From an optimization exercise on the open Yosys and OpenROAD flow, aimed at small area; shortcuts taken in it are not production practice. In this exercise RTL edits were held to simulation tests only and were not proved equivalent to the original. The flow treats the clock pin as an ideal source, which a real chip does not have. Power figures rest on the tool's default switching activity, not on a simulated workload.

## top_control
module top_control(
    input kbClk,
    input kbData,
    input clk,
    input clr,
    output [7:0] seg,
    output [3:0] anode,
    output dec
    );
wire keyCe;
wire [2:0] k1;
wire k2f0;
clkdiv U1 (.clk(clk), .clr(clr), .ce25(keyCe));
key_ctrl U2 (.clk(clk), .ce25(keyCe), .clr(clr), .kbClk(kbClk), .kbData(kbData),
		.k1(k1), .k2f0(k2f0));
	wire kW = (k1 == 3'd1);		 
	wire kA = (k1 == 3'd2);		 
	wire kS = (k1 == 3'd3);		 
	wire kD = (k1 == 3'd4) & k2f0;	 
	localparam [2:0] IDLE = 3'd0, INC = 3'd1, TSTART = 3'd2, RUN = 3'd3, STOP = 3'd4;
	reg [2:0] st, stn;
	always @(*)
		case (st)
			IDLE:    stn = kD ? INC : (kA ? TSTART : IDLE);
			INC:     stn = STOP;
			TSTART:  stn = RUN;
			RUN:     stn = kS ? STOP : RUN;
			default: stn = kA ? RUN : STOP;
		endcase
	always @(posedge clk or posedge clr)
		if (clr)
			st <= IDLE;
		else if (kW)
			st <= IDLE;
		else
			st <= stn;
	wire idle = (st == IDLE);
	wire blank = idle & ~kD;
	wire run = (st == TSTART) | ((st == RUN) & ~kS) | ((st == STOP) & kA);
	localparam [16:0] TEND = 17'd43223;
	reg [16:0] tk;
	wire click = (tk == TEND);
	wire tkeep = ~kW & ~click & ~idle;
	wire tstep = tkeep & run;
	wire thold = tkeep & ~run;
	wire [16:0] tnx = {tk[15:0], ~(tk[16] ^ tk[13])};
	always @(posedge clk)
		tk <= ({17{tstep}} & tnx) | ({17{thold}} & tk);
	function [3:0] bcdnext(input [3:0] d, input ci, input w);
		reg [3:0] t;
		begin
			t[0] = ci;
			t[1] = ci & d[0] & ~d[3];
			t[2] = ci & d[0] & d[1];
			t[3] = ci & d[0] & (d[3] | (d[2] & d[1]));
			bcdnext = (d ^ t) & {4{~w}};
		end
	endfunction
	reg [3:0] c0, c1, c2, c3;
	wire i0 = kD | click;
	wire i1 = i0 & c0[3] & c0[0];
	wire i2 = i1 & c1[3] & c1[0];
	wire i3 = i2 & c2[3] & c2[0];
	wire cw = kW | blank;
	always @(posedge clk) begin
		c0 <= bcdnext(c0, i0, cw);
		c1 <= bcdnext(c1, i1, cw);
		c2 <= bcdnext(c2, i2, cw);
		c3 <= bcdnext(c3, i3, cw);
	end
sev_seg U3 (.clock(clk), .reset(clr), .digit0(c0), .digit1(c1), .digit2(c2), .digit3(c3),
		.blank(blank), .s(seg), .dp(dec), .an(anode));
endmodule
Size: ~310 cells after synthesis, ~84 flip-flops, roughly 17 I/O pins.
==> flow/config.mk <==
export PLATFORM = sky130hd
export DESIGN_NAME = top_control
export DESIGN_NICKNAME = top_control
export VERILOG_FILES = /design/flow/design.v
export SDC_FILE = /design/flow/constraint.sdc
export NUM_CORES = 4
export LEC_CHECK = 0
export CAP_MARGIN = 20
export CORE_MARGIN = 2
export CORE_UTILIZATION = 40
export SLEW_MARGIN = 20
==> flow/constraint.sdc <==
create_clock -name core_clock -period 10.0 [get_ports {clk}]
set_input_delay 2.0000 -clock core_clock [delete_from_list [all_inputs] [get_ports {clk}]]
set_output_delay 2.0000 -clock core_clock [all_outputs]
set_load 0.01 [all_outputs]
standard.sh (not shown) runs the stock make flow with config.mk's settings and CLKGATE_MAP_FILE= SYNTH_SCRIPT=/design/flow/synth_recipe.tcl, a recipe that flattens the netlist after the stock synthesis.
==> flow/flow/run.sh <==
#!/bin/bash
# Standard ORFS flow with an area-oriented synthesis: no adder extraction,
# and an ABC script of our own (flow/abc_area.script). Port buffers use buf_1.
set -euo pipefail
W=$(pwd)
rm -rf "$W/scripts_mod"
cp -r "$FLOW_HOME/scripts" "$W/scripts_mod"
cp "$W/flow/abc_area.script" "$W/scripts_mod/abc_area.script"
bash standard.sh ADDER_MAP_FILE= ABC_AREA=1 SCRIPTS_DIR="$W/scripts_mod" \
  "BUFFER_PORTS_ARGS=-buffer_cell sky130_fd_sc_hd__buf_1" "CTS_ARGS=-sink_clustering_enable -repair_clock_nets -dont_use_dummy_load -buf_list {sky130_fd_sc_hd__clkbuf_4 sky130_fd_sc_hd__clkbuf_8} -sink_clustering_size 20" finish > "$W/flow_make.log" 2>&1
==> flow/flow/abc_area.script <==
&get -n
&st
&deepsyn -T 20
&dch -f
&nf -R 1000
&put
topo
Next try:
==> flow/flow/run.sh (replaced) <==
#!/bin/bash
# Standard ORFS flow with an area-oriented synthesis: no adder extraction,
# and an ABC script of our own (flow/abc_area.script). Port buffers use buf_1.
set -euo pipefail
W=$(pwd)
rm -rf "$W/scripts_mod"
cp -r "$FLOW_HOME/scripts" "$W/scripts_mod"
cp "$W/flow/abc_area.script" "$W/scripts_mod/abc_area.script"
bash standard.sh ADDER_MAP_FILE= ABC_AREA=1 SCRIPTS_DIR="$W/scripts_mod" \
  "BUFFER_PORTS_ARGS=-buffer_cell sky130_fd_sc_hd__buf_1" "CTS_ARGS=-sink_clustering_enable -repair_clock_nets -dont_use_dummy_load -root_buf sky130_fd_sc_hd__clkbuf_8 -buf_list sky130_fd_sc_hd__clkbuf_4" finish > "$W/flow_make.log" 2>&1
==> flow/flow/abc_area.script (replaced) <==
&get -n
&st
&dch -f
&nf -R 1000
&put
topo
What happened: Worst setup slack got worse by 0.19 ns; global-route usage shrinks by 0.23 points; combinational power came out higher by about 10%.
Next try:
==> flow/flow/run.sh (replaced) <==
#!/bin/bash
# Standard ORFS flow with an area-oriented synthesis: no adder extraction,
# and an ABC script of our own (flow/abc_area.script). Port buffers use buf_1.
set -euo pipefail
W=$(pwd)
rm -rf "$W/scripts_mod"
cp -r "$FLOW_HOME/scripts" "$W/scripts_mod"
cp "$W/flow/abc_area.script" "$W/scripts_mod/abc_area.script"
bash standard.sh ADDER_MAP_FILE= ABC_AREA=1 SCRIPTS_DIR="$W/scripts_mod" \
  "BUFFER_PORTS_ARGS=-buffer_cell sky130_fd_sc_hd__buf_1" "CTS_ARGS=-sink_clustering_enable -repair_clock_nets -dont_use_dummy_load -buf_list sky130_fd_sc_hd__clkbuf_2 sky130_fd_sc_hd__clkbuf_4 sky130_fd_sc_hd__clkbuf_8" finish > "$W/flow_make.log" 2>&1
=>
- This time the run ended with an error in 4_1_cts with STA-0564
- area after synthesis is unchanged
- synthesized cell count is unchanged
Next try:
==> flow/flow/run.sh (replaced) <==
#!/bin/bash
# Standard ORFS flow with an area-oriented synthesis: no adder extraction,
# and an ABC script of our own (flow/abc_area.script). Port buffers use buf_1.
set -euo pipefail
W=$(pwd)
rm -rf "$W/scripts_mod"
cp -r "$FLOW_HOME/scripts" "$W/scripts_mod"
cp "$W/flow/abc_area.script" "$W/scripts_mod/abc_area.script"
bash standard.sh ADDER_MAP_FILE= ABC_AREA=1 SCRIPTS_DIR="$W/scripts_mod" \
  "BUFFER_PORTS_ARGS=-buffer_cell sky130_fd_sc_hd__buf_1" "CTS_ARGS=-sink_clustering_enable -repair_clock_nets -dont_use_dummy_load -buf_list {sky130_fd_sc_hd__clkbuf_8} -sink_clustering_size 40 -sink_clustering_max_diameter 200" finish > "$W/flow_make.log" 2>&1
==> flow/flow/abc_area.script (replaced) <==
&get -n
&st
&deepsyn -T 20
&dch -f
&nf -R 1000
&put
topo
After rerunning: The new run ran to the end with no violations. Synthesized cell count falls by about 3.4%. Area after synthesis falls by 3.9%.
Next try:
==> flow/flow/run.sh (replaced) <==
#!/bin/bash
# Standard ORFS flow with an area-oriented synthesis: no adder extraction,
# and an ABC script of our own (flow/abc_area.script). Port buffers use buf_1.
set -euo pipefail
W=$(pwd)
rm -rf "$W/scripts_mod"
cp -r "$FLOW_HOME/scripts" "$W/scripts_mod"
cp "$W/flow/abc_area.script" "$W/scripts_mod/abc_area.script"
bash standard.sh ADDER_MAP_FILE= ABC_AREA=1 SCRIPTS_DIR="$W/scripts_mod" \
  "BUFFER_PORTS_ARGS=-buffer_cell sky130_fd_sc_hd__buf_1"  finish > "$W/flow_make.log" 2>&1
==> flow/flow/abc_area.script (replaced) <==
&get -n
&st
&dch -f
&nf -R 1000
&put
topo
Effect:
- The changed run finished clean
- via count grows by a few percent
- setup slack gets worse by 0.21 ns
- area after synthesis grows by a few percent
- clock-buffer cell count grows by 3
- power grows by roughly a tenth
- utilization grows by 2.4 points
- routed wire length grows slightly
- critical path depth does not change

---

## old
top_control, a different RTL version from the one above (not shown whole).
Size: ~320 cells after synthesis, roughly 3200 um2 of cells after synthesis.
export LEC_CHECK = 0
export CAP_MARGIN = 20
export CORE_MARGIN = 2
export CORE_UTILIZATION = 75
export SLEW_MARGIN = 20
create_clock -name core_clock -period 10.0 [get_ports {clk}]
==> flow/flow/run.sh <==
#!/bin/bash
# Standard ORFS flow with an area-oriented synthesis: no adder extraction,
# and an ABC script of our own (flow/abc_area.script). Port buffers use buf_1.
# CTS without dummy loads; afterwards flow/post_cts.tcl downsizes clock
# buffers that have slew to spare.
set -euo pipefail
W=$(pwd)
rm -rf "$W/scripts_mod"
cp -r "$FLOW_HOME/scripts" "$W/scripts_mod"
cp "$W/flow/abc_area.script" "$W/scripts_mod/abc_area.script"
bash standard.sh ADDER_MAP_FILE= ABC_AREA=1 SCRIPTS_DIR="$W/scripts_mod" \
  "BUFFER_PORTS_ARGS=-buffer_cell sky130_fd_sc_hd__buf_1" POST_CTS_TCL="$W/flow/post_cts.tcl" "CTS_ARGS=-sink_clustering_enable -repair_clock_nets -dont_use_dummy_load -buf_list {sky130_fd_sc_hd__clkbuf_8} -sink_clustering_size 40 -sink_clustering_max_diameter 200" finish > "$W/flow_make.log" 2>&1
==> flow/flow/abc_area.script <==
&get -n
&st
&deepsyn -J 200 -T 300
&dch -f
&nf -R 1000
&put
topo
==> flow/flow/post_cts.tcl <==
# Downsize clock-tree buffers where the flip-flop clock pins still see a
# small slew. Each buffer is tried with smaller clkbuf cells and kept at the
# smallest one that leaves every clock-pin slew under the limit.
set pc_limit 0.110
proc pc_max_clk_slew {} {
  set a 0
  foreach p [get_pins -hierarchical */CLK] {
    set s [get_property $p slew_max]
    if {$s > $a} { set a $s }
  }
  return $a
}
estimate_parasitics -placement
puts "post_cts: max clock-pin slew before [pc_max_clk_slew]"
foreach inst [get_cells clkbuf_*] {
  set orig [get_property [get_property $inst liberty_cell] name]
  foreach c {sky130_fd_sc_hd__clkbuf_2 sky130_fd_sc_hd__clkbuf_4} {
    if {$c == $orig} { break }
    replace_cell $inst $c
    estimate_parasitics -placement
    set s [pc_max_clk_slew]
    if {$s <= $pc_limit} {
      puts "post_cts: [get_full_name $inst] $orig -> $c (max clock-pin slew $s)"
      set orig ""
      break
    }
    replace_cell $inst $orig
  }
  if {$orig != ""} { estimate_parasitics -placement }
}
puts "post_cts: max clock-pin slew after [pc_max_clk_slew]"
Per the final summary, old finished and its layout is clean on timing, DRC and antenna.
### old -> new
Settings: changing CORE_UTILIZATION from 75 to 40.
==> flow/flow/abc_area.script <==
&get -n
&st
&deepsyn -T 20
&dch -f
&nf -R 1000
&put
topo
[summary]
- new finished every stage and its layout cleared the timing, DRC and antenna checks.
- Power density over the cells down 3.0% in new wrt old
- [compare] base=old new=new: fraction of met1 tracks used by global routing went down 15 points; reported leakage power went up about 0.43%.
- Fraction of the cycle the final worst path needs: new vs old, no meaningful difference
- Relative to old, sequential fraction of total cell area decreased by 1.2 points in new.
- Lower hold slack goes to old over new.

==> separate check: timing with driven ports <==
The results above use ideal ports. As a check the final layouts listed here were re-extracted and re-timed, cells and wires unchanged. Step 1, drivers: a clkbuf_16 drives clk and a buf_2 each remaining input, both assumed. Step 2, shift: input delay + t, output delay - t, t = (earliest + latest rising clock arrival at the registers) / 2. This alone moves slack from input paths to output paths. Slacks: ideal / step 1 / step 2; pairs: ideal / step 1.
run	shift t [ns]	slack for setup (ns)	worst setup path after step 2
the first run of note 1	0.372	5.630 / 5.598 / 5.970	register to output
the second run of note 1	0.360	5.445 / 5.413 / 5.773	register to output
the fourth run of note 1	0.372	5.630 / 5.598 / 5.970	register to output
the fifth run of note 1	0.368	5.416 / 5.384 / 5.753	register to output
old	0.507	5.654 / 5.627 / 6.134	register to output
new	0.481	5.649 / 5.622 / 6.102	register to output
After both steps every run listed still meets setup and hold.
